Source: an optimization exercise on an open RTL-to-GDS flow (aim: small area and a short achievable clock period). Production flows keep margins and buffers that such runs may drop. Where RTL was checked, it was by simulation tests only, not by an equivalence proof against the original. Power is estimated from default activity; no workload was simulated.

Setup of rev 12:
==> flow/design.v <==
module FpAdd (
    input             iCLK,
    input      [26:0] iA,
    input      [26:0] iB,
    output reg [26:0] oSum
);
    wire [17:0] L;
    wire [16:0] Y;
    wire [5:0]  d;
    wire        flush, sub;
    wire [7:0]  L_e;
    wire        L_s;
    FpAdd_s1 u_s1 (.iA(iA), .iB(iB), .L(L), .Y(Y), .d(d), .flush(flush),
                   .sub(sub), .L_e(L_e), .L_s(L_s));
    reg [17:0] r_L;
    reg [16:0] r_Y;
    reg [5:0]  r_d;
    reg        r_flush;
    reg        r_sub;
    reg [7:0]  r_e;
    reg        r_s;
    always @(posedge iCLK) begin
        r_L     <= L;
        r_Y     <= Y;
        r_d     <= d;
        r_flush <= flush;
        r_sub   <= sub;
        r_e     <= L_e;
        r_s     <= L_s;
    end
    wire [20:0] sum;
    wire [4:0]  lz;
    wire        zero;
    FpAdd_s2 u_s2 (.L(r_L), .Y(r_Y), .d(r_d), .flush(r_flush), .sub(r_sub),
                   .L_e(r_e), .sum(sum), .lz(lz), .zero(zero));
    reg [20:0] q_sum;
    reg [4:0]  q_lz;
    reg [7:0]  q_e1;
    reg        q_s;
    reg        q_zero;
    always @(posedge iCLK) begin
        q_sum  <= sum;
        q_lz   <= lz;
        q_e1   <= r_e + 8'd1;
        q_s    <= r_s;
        q_zero <= zero;
    end
    wire [26:0] res;
    FpAdd_s3 u_s3 (.sum(q_sum), .lz(q_lz), .e1(q_e1), .sgn(q_s),
                   .zero(q_zero), .res(res));
    always @*
        oSum = res;
endmodule
module FpAdd_s1 (
    input  [26:0] iA,
    input  [26:0] iB,
    output [17:0] L,      
    output [16:0] Y,      
    output [5:0]  d,      
    output        flush,  
    output        sub,    
    output [7:0]  L_e,    
    output        L_s     
);
    wire        A_s = iA[26];
    wire [7:0]  A_e = iA[25:18];
    wire        B_s = iB[26];
    wire [7:0]  B_e = iB[25:18];
    wire pass = (A_e == 8'd0) | (B_e == 8'd0);
    wire [7:0]  dAB, dBA;
    wire        A_lt, B_lt;
    FpAdd_esub u_dAB (.a(A_e), .b(B_e), .d(dAB), .lt(A_lt));
    FpAdd_esub u_dBA (.a(B_e), .b(A_e), .d(dBA), .lt(B_lt));
    wire [7:0]  dd  = A_lt ? dBA : dAB;
    wire        tie = (A_e == B_e);
    wire A_larger = ~A_lt & (~tie | (iA[17:1] > iB[17:1]));
    assign L_s = A_larger ? A_s : B_s;
    assign L_e = A_lt ? B_e : A_e;
    assign L   = A_larger ? {iA[17:1], pass & iA[0]} : {iB[17:1], pass & iB[0]};
    assign Y   = A_larger ? iB[17:1] : iA[17:1];
    assign d     = dd[5:0];
    assign flush = pass | (dd > 8'd35);
    assign sub   = A_s ^ B_s;
endmodule
module FpAdd_esub (
    input  [7:0] a,
    input  [7:0] b,
    output [7:0] d,
    output       lt
);
    wire [7:0] p = a ^ ~b;
    reg  [8:0] G, P, Gn, Pn;
    integer k, m;
    always @* begin
        G = {a & ~b, 1'b1};
        P = {p, 1'b0};
        for (k = 1; k < 9; k = k * 2) begin
            Gn = G; Pn = P;
            for (m = k; m < 9; m = m + 1) begin
                Gn[m] = G[m] | (P[m] & G[m-k]);
                Pn[m] = P[m] & P[m-k];
            end
            G = Gn; P = Pn;
        end
    end
    assign d  = p ^ G[7:0];
    assign lt = ~G[8];
endmodule
module FpAdd_s2 (
    input  [17:0] L,
    input  [16:0] Y,
    input  [5:0]  d,
    input         flush,
    input         sub,
    input  [7:0]  L_e,
    output [20:0] sum,
    output reg [4:0] lz,
    output        zero
);
    wire [19:0] W = flush ? 20'd0 : ({1'b1, Y, 2'b00} >> d);
    reg  [15:0] M;
    integer i;
    always @*
        for (i = 0; i < 16; i = i + 1)
            M[i] = (d >= i + 3) & (d <= 6'd18);
    wire sticky = ~flush & (|(Y[15:0] & M) |
                            (d == 6'd19 & |Y[16:1]) |
                            (d >= 6'd20));
    wire [20:0] Lw  = {2'b01, L, 1'b0};
    wire [20:0] y   = {1'b0, W} ^ {21{sub}};
    wire        cin = sub & ~sticky;
    wire [20:0] p   = Lw ^ y;
    reg  [20:0] G, P, Gn, Pn;
    integer k, m;
    always @* begin
        G = Lw & y;
        P = p;
        for (k = 1; k < 21; k = k * 2) begin
            Gn = G; Pn = P;
            for (m = k; m < 21; m = m + 1) begin
                Gn[m] = G[m] | (P[m] & G[m-k]);
                Pn[m] = P[m] & P[m-k];
            end
            G = Gn; P = Pn;
        end
    end
    wire [20:0] c = {G[19:0] | (P[19:0] & {20{cin}}), cin};
    assign sum = p ^ c;
    integer j;
    always @* begin
        lz = 5'd21;
        for (j = 0; j < 21; j = j + 1)
            if (sum[j])
                lz = 5'd20 - j[4:0];
    end
    assign zero = (L_e == 8'd0) | (sum == 21'd0);
endmodule
module FpAdd_s3 (
    input  [20:0] sum,
    input  [4:0]  lz,
    input  [7:0]  e1,
    input         sgn,
    input         zero,
    output [26:0] res
);
    wire [20:0] norm = sum << lz;
    wire [7:0] t = e1;
    wire [4:0] e_lo;
    wire       e_b;
    FpAdd_sub5 u_elo (.a(t[4:0]), .b(lz), .d(e_lo), .lt(e_b));
    wire [7:0] e_out = {e_b ? t[7:5] - 3'd1 : t[7:5], e_lo};
    assign res = zero ? 27'd0 : {sgn, e_out, norm[19:2]};
endmodule
module FpAdd_sub5 (
    input  [4:0] a,
    input  [4:0] b,
    output [4:0] d,
    output       lt
);
    wire [4:0] p = a ^ ~b;
    reg  [5:0] G, P, Gn, Pn;
    integer k, m;
    always @* begin
        G = {a & ~b, 1'b1};
        P = {p, 1'b0};
        for (k = 1; k < 6; k = k * 2) begin
            Gn = G; Pn = P;
            for (m = k; m < 6; m = m + 1) begin
                Gn[m] = G[m] | (P[m] & G[m-k]);
                Pn[m] = P[m] & P[m-k];
            end
            G = Gn; P = Pn;
        end
    end
    assign d  = p ^ G[4:0];
    assign lt = ~G[5];
endmodule
Settings: LEC_CHECK=0, ABC_AREA=1, CAP_MARGIN=20, CORE_MARGIN=2, CORE_UTILIZATION=40, SLEW_MARGIN=20; clock period 10.0 ns.
standard.sh (not shown) runs the stock make flow with config.mk's settings and CLKGATE_MAP_FILE= SYNTH_SCRIPT=/design/flow/synth_recipe.tcl, a recipe that flattens the netlist after the stock synthesis.
==> flow/flow/run.sh <==
#!/bin/bash
# Standard ORFS layout, with two changes: the port buffers are buf_2 cells
# instead of the delay-buffer cell buffer_ports picks by default, and
# repair_timing aims for 5.6 ns of setup slack.
export BUFFER_PORTS_ARGS="-buffer_cell sky130_fd_sc_hd__buf_2"
export SETUP_SLACK_MARGIN=5.6
bash standard.sh > standard.log 2>&1
The following lists how rev 13 was set up differently from rev 12:
--- a/flow/design.v
+++ b/flow/design.v
@@ -33,22 +33,22 @@
     wire        zero;
     FpAdd_s2 u_s2 (.L(r_L), .Y(r_Y), .d(r_d), .flush(r_flush), .sub(r_sub),
                    .L_e(r_e), .sum(sum), .lz(lz), .zero(zero));
     reg [20:0] q_sum;
     reg [4:0]  q_lz;
-    reg [7:0]  q_e1;
+    reg [7:0]  q_e;
     reg        q_s;
     reg        q_zero;
     always @(posedge iCLK) begin
         q_sum  <= sum;
         q_lz   <= lz;
-        q_e1   <= r_e + 8'd1;
+        q_e    <= r_e;
         q_s    <= r_s;
         q_zero <= zero;
     end
     wire [26:0] res;
-    FpAdd_s3 u_s3 (.sum(q_sum), .lz(q_lz), .e1(q_e1), .sgn(q_s),
+    FpAdd_s3 u_s3 (.sum(q_sum), .lz(q_lz), .L_e(q_e), .sgn(q_s),
                    .zero(q_zero), .res(res));
     always @*
         oSum = res;
 endmodule
 module FpAdd_s1 (
@@ -156,17 +156,17 @@
     assign zero = (L_e == 8'd0) | (sum == 21'd0);
 endmodule
 module FpAdd_s3 (
     input  [20:0] sum,
     input  [4:0]  lz,
-    input  [7:0]  e1,
+    input  [7:0]  L_e,
     input         sgn,
     input         zero,
     output [26:0] res
 );
     wire [20:0] norm = sum << lz;
-    wire [7:0] t = e1;
+    wire [7:0] t = L_e + 8'd1;
     wire [4:0] e_lo;
     wire       e_b;
     FpAdd_sub5 u_elo (.a(t[4:0]), .b(lz), .d(e_lo), .lt(e_b));
     wire [7:0] e_out = {e_b ? t[7:5] - 3'd1 : t[7:5], e_lo};
     assign res = zero ? 27'd0 : {sgn, e_out, norm[19:2]};
--- outcome ---
- Rev 12 has a lower number of signal-net inverters in the final layout than rev 13.
- Looking at clock share of power, rev 13 sits 0.6 points above rev 12.
- oSum[25] as the endpoint of the most critical setup path was reported by rev 13, and q_zero by rev 12.
- In rev 13, power share of the combinational group is lower than in rev 12.
- [diff] final worst-path setup slack, rev 13 relative to rev 12: regression
- Between rev 13 and rev 12, it is rev 13 whose relative area change from synthesis to final layout is lower, by 2.0 points.
- Taking rev 12 as 1.0, rev 13 lands at 0.928 on total chip power.
- Combined global-route utilization of all metal layers up 1.2 points in rev 13 wrt rev 12
- On rev 13: number of distinct library cells after synthesis is about 17% lower than what rev 12 gave.
- Relative to rev 12, largest fanout on the critical path has gone down in rev 13.
- Higher fraction of cell area in non-clock buffers goes to rev 12 over rev 13.
- Max-cap check violation count: rev 13 vs rev 12 identical
- met2 layer wire length in the routed design ends up lower on rev 12.
- Summary: with rev 12 as the reference, die area in rev 13 moved down slightly.
Only the layout flow was run in rev 12; the RTL was not checked for function there.


== cedar ==
FpAdd, a different RTL version from the one above (not shown whole).
Size in the first run: ~1100 cells after synthesis, about 89 flip-flops, ~7200 µm² of cells after synthesis.
## FpAdd
module FpAdd (
    input             iCLK,
    input      [26:0] iA,
    input      [26:0] iB,
    output reg [26:0] oSum
);
    wire [17:0] L;
    wire [16:0] Y;
    wire [7:0]  d;
    wire        pass, sub;
    wire [7:0]  L_e;
    wire        L_s;
    FpAdd_s1 u_s1 (.iA(iA), .iB(iB), .L(L), .Y(Y), .d(d), .pass(pass),
                   .sub(sub), .L_e(L_e), .L_s(L_s));
    reg [17:0] r_L;
    reg [16:0] r_Y;
    reg [7:0]  r_d;
    reg        r_pass;
    reg        r_sub;
    reg [7:0]  r_e;
    reg        r_s;
    always @(posedge iCLK) begin
        r_L     <= L;
        r_Y     <= Y;
        r_d     <= d;
        r_pass  <= pass;
        r_sub   <= sub;
        r_e     <= L_e;
        r_s     <= L_s;
    end
    wire [20:0] sum;
    wire [4:0]  lz;
    wire        zero;
    FpAdd_s2 u_s2 (.L(r_L), .Y(r_Y), .d(r_d), .pass(r_pass), .sub(r_sub),
                   .L_e(r_e), .sum(sum), .lz(lz), .zero(zero));
    reg [20:0] q_sum;
    reg [4:0]  q_lz;
    reg [7:0]  q_e1;
    reg        q_s;
    reg        q_zero;
    always @(posedge iCLK) begin
        q_sum  <= sum;
        q_lz   <= lz;
        q_e1   <= r_e + 8'd1;
        q_s    <= r_s;
        q_zero <= zero;
    end
    wire [26:0] res;
  ...
==> module FpAdd, before the edit <==
module FpAdd (
    input             iCLK,
    input      [26:0] iA,
    input      [26:0] iB,
    output reg [26:0] oSum
);
    wire [17:0] L;
    wire [16:0] Y;
    wire [7:0]  d;
    wire        pass, sub;
    wire [7:0]  L_e;
    wire        L_s;
    FpAdd_s1 u_s1 (.iA(iA), .iB(iB), .L(L), .Y(Y), .d(d), .pass(pass),
                   .sub(sub), .L_e(L_e), .L_s(L_s));
    reg [17:0] r_L;
    reg [16:0] r_Y;
    reg [7:0]  r_d;
    reg        r_pass;
    reg        r_sub;
    reg [7:0]  r_e;
    reg        r_s;
    always @(posedge iCLK) begin
        r_L     <= L;
        r_Y     <= Y;
        r_d     <= d;
        r_pass  <= pass;
        r_sub   <= sub;
        r_e     <= L_e;
        r_s     <= L_s;
    end
    wire [20:0] sum;
    wire [4:0]  lz;
    wire        zero;
    FpAdd_s2 u_s2 (.L(r_L), .Y(r_Y), .d(r_d), .pass(r_pass), .sub(r_sub),
                   .L_e(r_e), .sum(sum), .lz(lz), .zero(zero));
    reg [20:0] q_sum;
    reg [4:0]  q_lz;
    reg [7:0]  q_e1;
    reg        q_s;
    reg        q_zero;
    always @(posedge iCLK) begin
        q_sum  <= sum;
        q_lz   <= lz;
        q_e1   <= r_e + 8'd1;
        q_s    <= r_s;
        q_zero <= zero;
    end
    wire [26:0] res;
    FpAdd_s3 u_s3 (.sum(q_sum), .lz(q_lz), .e1(q_e1), .sgn(q_s),
                   .zero(q_zero), .res(res));
    always @*
        oSum = res;
endmodule
==> module FpAdd_s1, before the edit <==
module FpAdd_s1 (
    input  [26:0] iA,
    input  [26:0] iB,
    output [17:0] L,      
    output [16:0] Y,      
    output [7:0]  d,      
    output        pass,   
    output        sub,    
    output [7:0]  L_e,    
    output        L_s     
);
    wire        A_s = iA[26];
    wire [7:0]  A_e = iA[25:18];
    wire        B_s = iB[26];
    wire [7:0]  B_e = iB[25:18];
    assign pass = (A_e == 8'd0) | (B_e == 8'd0);
    wire [7:0]  dAB, dBA;
    wire        A_lt, B_lt;
    FpAdd_esub u_dAB (.a(A_e), .b(B_e), .d(dAB), .lt(A_lt));
    FpAdd_esub u_dBA (.a(B_e), .b(A_e), .d(dBA), .lt(B_lt));
    wire [7:0]  dd  = A_lt ? dBA : dAB;
    wire        tie = (A_e == B_e);
    wire A_larger = ~A_lt & (~tie | (iA[17:1] > iB[17:1]));
    assign L_s = A_larger ? A_s : B_s;
    assign L_e = A_lt ? B_e : A_e;
    assign L   = A_larger ? {iA[17:1], pass & iA[0]} : {iB[17:1], pass & iB[0]};
    assign Y   = A_larger ? iB[17:1] : iA[17:1];
    assign d     = dd;
    assign sub   = A_s ^ B_s;
endmodule
==> module FpAdd_s2, before the edit <==
module FpAdd_s2 (
    input  [17:0] L,
    input  [16:0] Y,
    input  [7:0]  d,
    input         pass,
    input         sub,
    input  [7:0]  L_e,
    output [20:0] sum,
    output reg [4:0] lz,
    output        zero
);
    wire        flush = pass | (d > 8'd35);
    wire [19:0] W = flush ? 20'd0 : ({1'b1, Y, 2'b00} >> d[5:0]);
    reg  [15:0] M;
    integer i;
    always @*
        for (i = 0; i < 16; i = i + 1)
            M[i] = (d[5:0] >= i + 3) & (d[5:0] <= 6'd18);
    wire sticky = ~flush & (|(Y[15:0] & M) |
                            (d[5:0] == 6'd19 & |Y[16:1]) |
                            (d[5:0] >= 6'd20));
    wire [20:0] Lw  = {2'b01, L, 1'b0};
    wire [20:0] y   = {1'b0, W} ^ {21{sub}};
    wire        cin = sub & ~sticky;
    wire [20:0] p   = Lw ^ y;
    reg  [20:0] G, P, Gn, Pn;
    integer k, m;
    always @* begin
        G = Lw & y;
        P = p;
        for (k = 1; k < 21; k = k * 2) begin
            Gn = G; Pn = P;
            for (m = k; m < 21; m = m + 1) begin
                Gn[m] = G[m] | (P[m] & G[m-k]);
                Pn[m] = P[m] & P[m-k];
            end
            G = Gn; P = Pn;
        end
    end
    wire [20:0] c = {G[19:0] | (P[19:0] & {20{cin}}), cin};
    assign sum = p ^ c;
    integer j;
    always @* begin
        lz = 5'd21;
        for (j = 0; j < 21; j = j + 1)
            if (sum[j])
                lz = 5'd20 - j[4:0];
    end
    assign zero = (L_e == 8'd0) | (sum == 21'd0);
endmodule
==> module FpAdd_s3, before the edit <==
module FpAdd_s3 (
    input  [20:0] sum,
    input  [4:0]  lz,
    input  [7:0]  e1,
    input         sgn,
    input         zero,
    output [26:0] res
);
    wire [20:0] norm = sum << lz;
    wire [7:0] t = e1;
    wire [4:0] e_lo;
    wire       e_b;
    FpAdd_sub5 u_elo (.a(t[4:0]), .b(lz), .d(e_lo), .lt(e_b));
    wire [7:0] e_out = {e_b ? t[7:5] - 3'd1 : t[7:5], e_lo};
    assign res = zero ? 27'd0 : {sgn, e_out, norm[19:2]};
endmodule
export LEC_CHECK = 0
export ABC_AREA = 1
export CAP_MARGIN = 20
export CORE_MARGIN = 2
export CORE_UTILIZATION = 40
export SLEW_MARGIN = 20
create_clock -name core_clock -period 10.0 [get_ports {iCLK}]
Scripts as last shown in full above: flow/flow/run.sh
The inputs of pine differ from those of cedar as listed below.
-- flow/design.v --
<<< cedar, line 7
    wire [17:0] L;
    wire [16:0] Y;
    wire [7:0]  d;
    wire        pass, sub;
    wire [7:0]  L_e;
    wire        L_s;
    FpAdd_s1 u_s1 (.iA(iA), .iB(iB), .L(L), .Y(Y), .d(d), .pass(pass),
                   .sub(sub), .L_e(L_e), .L_s(L_s));
    reg [17:0] r_L;
    reg [16:0] r_Y;
    reg [7:0]  r_d;
    reg        r_pass;
    reg        r_sub;
    reg [7:0]  r_e;
>>> pine, line 7
    wire [17:0] L;
    wire [16:0] Y;
    wire [5:0]  d;
    wire        flush, sub;
    wire [7:0]  L_e;
    wire        L_s;
    FpAdd_s1 u_s1 (.iA(iA), .iB(iB), .L(L), .Y(Y), .d(d), .flush(flush),
                   .sub(sub), .L_e(L_e), .L_s(L_s));
    reg [17:0] r_L;
    reg [16:0] r_Y;
    reg [5:0]  r_d;
    reg        r_flush;
    reg        r_sub;
    reg [7:0]  r_e;
<<< cedar, line 24
        r_Y     <= Y;
        r_d     <= d;
        r_pass  <= pass;
        r_sub   <= sub;
        r_e     <= L_e;
>>> pine, line 24
        r_Y     <= Y;
        r_d     <= d;
        r_flush <= flush;
        r_sub   <= sub;
        r_e     <= L_e;
<<< cedar, line 32
    wire [4:0]  lz;
    wire        zero;
    FpAdd_s2 u_s2 (.L(r_L), .Y(r_Y), .d(r_d), .pass(r_pass), .sub(r_sub),
                   .L_e(r_e), .sum(sum), .lz(lz), .zero(zero));
    reg [20:0] q_sum;
    reg [4:0]  q_lz;
    reg [7:0]  q_e1;
    reg        q_s;
    reg        q_zero;
>>> pine, line 32
    wire [4:0]  lz;
    wire        zero;
    FpAdd_s2 u_s2 (.L(r_L), .Y(r_Y), .d(r_d), .flush(r_flush), .sub(r_sub),
                   .L_e(r_e), .sum(sum), .lz(lz), .zero(zero));
    reg [20:0] q_sum;
    reg [4:0]  q_lz;
    reg [7:0]  q_e;
    reg        q_s;
    reg        q_zero;
<<< cedar, line 42
        q_sum  <= sum;
        q_lz   <= lz;
        q_e1   <= r_e + 8'd1;
        q_s    <= r_s;
        q_zero <= zero;
    end
    wire [26:0] res;
    FpAdd_s3 u_s3 (.sum(q_sum), .lz(q_lz), .e1(q_e1), .sgn(q_s),
                   .zero(q_zero), .res(res));
    always @*
>>> pine, line 42
        q_sum  <= sum;
        q_lz   <= lz;
        q_e    <= r_e;
        q_s    <= r_s;
        q_zero <= zero;
    end
    wire [26:0] res;
    FpAdd_s3 u_s3 (.sum(q_sum), .lz(q_lz), .L_e(q_e), .sgn(q_s),
                   .zero(q_zero), .res(res));
    always @*
<<< cedar, line 57
    output [17:0] L,      
    output [16:0] Y,      
    output [7:0]  d,      
    output        pass,   
    output        sub,    
    output [7:0]  L_e,    
>>> pine, line 57
    output [17:0] L,      
    output [16:0] Y,      
    output [5:0]  d,      
    output        flush,  
    output        sub,    
    output [7:0]  L_e,    
<<< cedar, line 67
    wire        B_s = iB[26];
    wire [7:0]  B_e = iB[25:18];
    assign pass = (A_e == 8'd0) | (B_e == 8'd0);
    wire [7:0]  dAB, dBA;
    wire        A_lt, B_lt;
>>> pine, line 67
    wire        B_s = iB[26];
    wire [7:0]  B_e = iB[25:18];
    wire pass = (A_e == 8'd0) | (B_e == 8'd0);
    wire [7:0]  dAB, dBA;
    wire        A_lt, B_lt;
<<< cedar, line 79
    assign L   = A_larger ? {iA[17:1], pass & iA[0]} : {iB[17:1], pass & iB[0]};
    assign Y   = A_larger ? iB[17:1] : iA[17:1];
    assign d     = dd;
    assign sub   = A_s ^ B_s;
endmodule
>>> pine, line 79
    assign L   = A_larger ? {iA[17:1], pass & iA[0]} : {iB[17:1], pass & iB[0]};
    assign Y   = A_larger ? iB[17:1] : iA[17:1];
    assign d     = dd[5:0];
    assign flush = pass | (A_lt ? (dBA > 8'd35) : (dAB > 8'd35));
    assign sub   = A_s ^ B_s;
endmodule
<<< cedar, line 109
    input  [17:0] L,
    input  [16:0] Y,
    input  [7:0]  d,
    input         pass,
    input         sub,
    input  [7:0]  L_e,
>>> pine, line 110
    input  [17:0] L,
    input  [16:0] Y,
    input  [5:0]  d,
    input         flush,
    input         sub,
    input  [7:0]  L_e,
<<< cedar, line 117
    output        zero
);
    wire        flush = pass | (d > 8'd35);
    wire [19:0] W = flush ? 20'd0 : ({1'b1, Y, 2'b00} >> d[5:0]);
    reg  [15:0] M;
    integer i;
    always @*
        for (i = 0; i < 16; i = i + 1)
            M[i] = (d[5:0] >= i + 3) & (d[5:0] <= 6'd18);
    wire sticky = ~flush & (|(Y[15:0] & M) |
                            (d[5:0] == 6'd19 & |Y[16:1]) |
                            (d[5:0] >= 6'd20));
    wire [20:0] Lw  = {2'b01, L, 1'b0};
    wire [20:0] y   = {1'b0, W} ^ {21{sub}};
>>> pine, line 118
    output        zero
);
    wire [19:0] W = flush ? 20'd0 : ({1'b1, Y, 2'b00} >> d);
    reg  [15:0] M;
    integer i;
    always @*
        for (i = 0; i < 16; i = i + 1)
            M[i] = (d >= i + 3) & (d <= 6'd18);
    wire sticky = ~flush & (|(Y[15:0] & M) |
                            (d == 6'd19 & |Y[16:1]) |
                            (d >= 6'd20));
    wire [20:0] Lw  = {2'b01, L, 1'b0};
    wire [20:0] y   = {1'b0, W} ^ {21{sub}};
<<< cedar, line 159
    input  [20:0] sum,
    input  [4:0]  lz,
    input  [7:0]  e1,
    input         sgn,
    input         zero,
>>> pine, line 159
    input  [20:0] sum,
    input  [4:0]  lz,
    input  [7:0]  L_e,
    input         sgn,
    input         zero,
<<< cedar, line 165
);
    wire [20:0] norm = sum << lz;
    wire [7:0] t = e1;
    wire [4:0] e_lo;
    wire       e_b;
>>> pine, line 165
);
    wire [20:0] norm = sum << lz;
    wire [7:0] t = L_e + 8'd1;
    wire [4:0] e_lo;
    wire       e_b;
- pine reached the final stage; the timing, design-rule and antenna checks on its layout passed.
- Summary of pine over cedar: time the final worst path needs with I/O delays and setup shows a reduction of 43 ps, proportion of power drawn by combinational gates shows a reduction of 0.5 points, fraction of final layout cells sized beyond drive strength 1 shows a reduction of 3.2 points, final hold slack shows a reduction of 16 ps.
- Area of the core region, cedar and pine: smaller value in cedar
- What cedar reported for non-clock buffer count has to be multiplied by 0.836 to get the figure for pine.
- Changes observed in pine relative to cedar: via count of the first global-routing pass went up, total area of sequential cells lower.
- Overall die width for pine is higher than for cedar.
- Of cedar and pine, the higher power share of the clock group belongs to pine.
- Row synthesized cell count: pine higher / cedar lower
Function was not checked in any run of this note: the RTL went through the layout flow alone.

## port drivers added, routing unchanged
The flow's constraints put no driver on any port. The routed layouts listed below were extracted and timed again, unchanged, in two steps.
Step 1 assumes that a clkbuf_16 drives the clock port and a buf_2 every other input.
Step 2 times the ports against the registers' clock, not the clock port: input delays grow and output delays shrink by t, the midpoint of the rising clock arrivals with the driver on.
Three values: ideal, step 1, step 2; two values: the first two.
run | t, ns | setup WS [ns] | worst hold slack (ns)
rev 12 | 0.392 | 5.742 / 5.722 / 5.396 | 0.359 / 0.359 / 0.359
rev 13 | 0.393 | 5.730 / 5.685 / 5.437 | 0.353 / 0.353 / 0.353
cedar | 0.386 | 5.706 / 5.668 / 5.418 | 0.359 / 0.359 / 0.359
pine | 0.385 | 5.750 / 5.708 / 5.531 | 0.344 / 0.344 / 0.344
After both steps every run listed still meets setup and hold. For rev 12, which loses most, drivers alone change the setup slack by -0.020 ns; drivers and shift together by -0.346 ns.
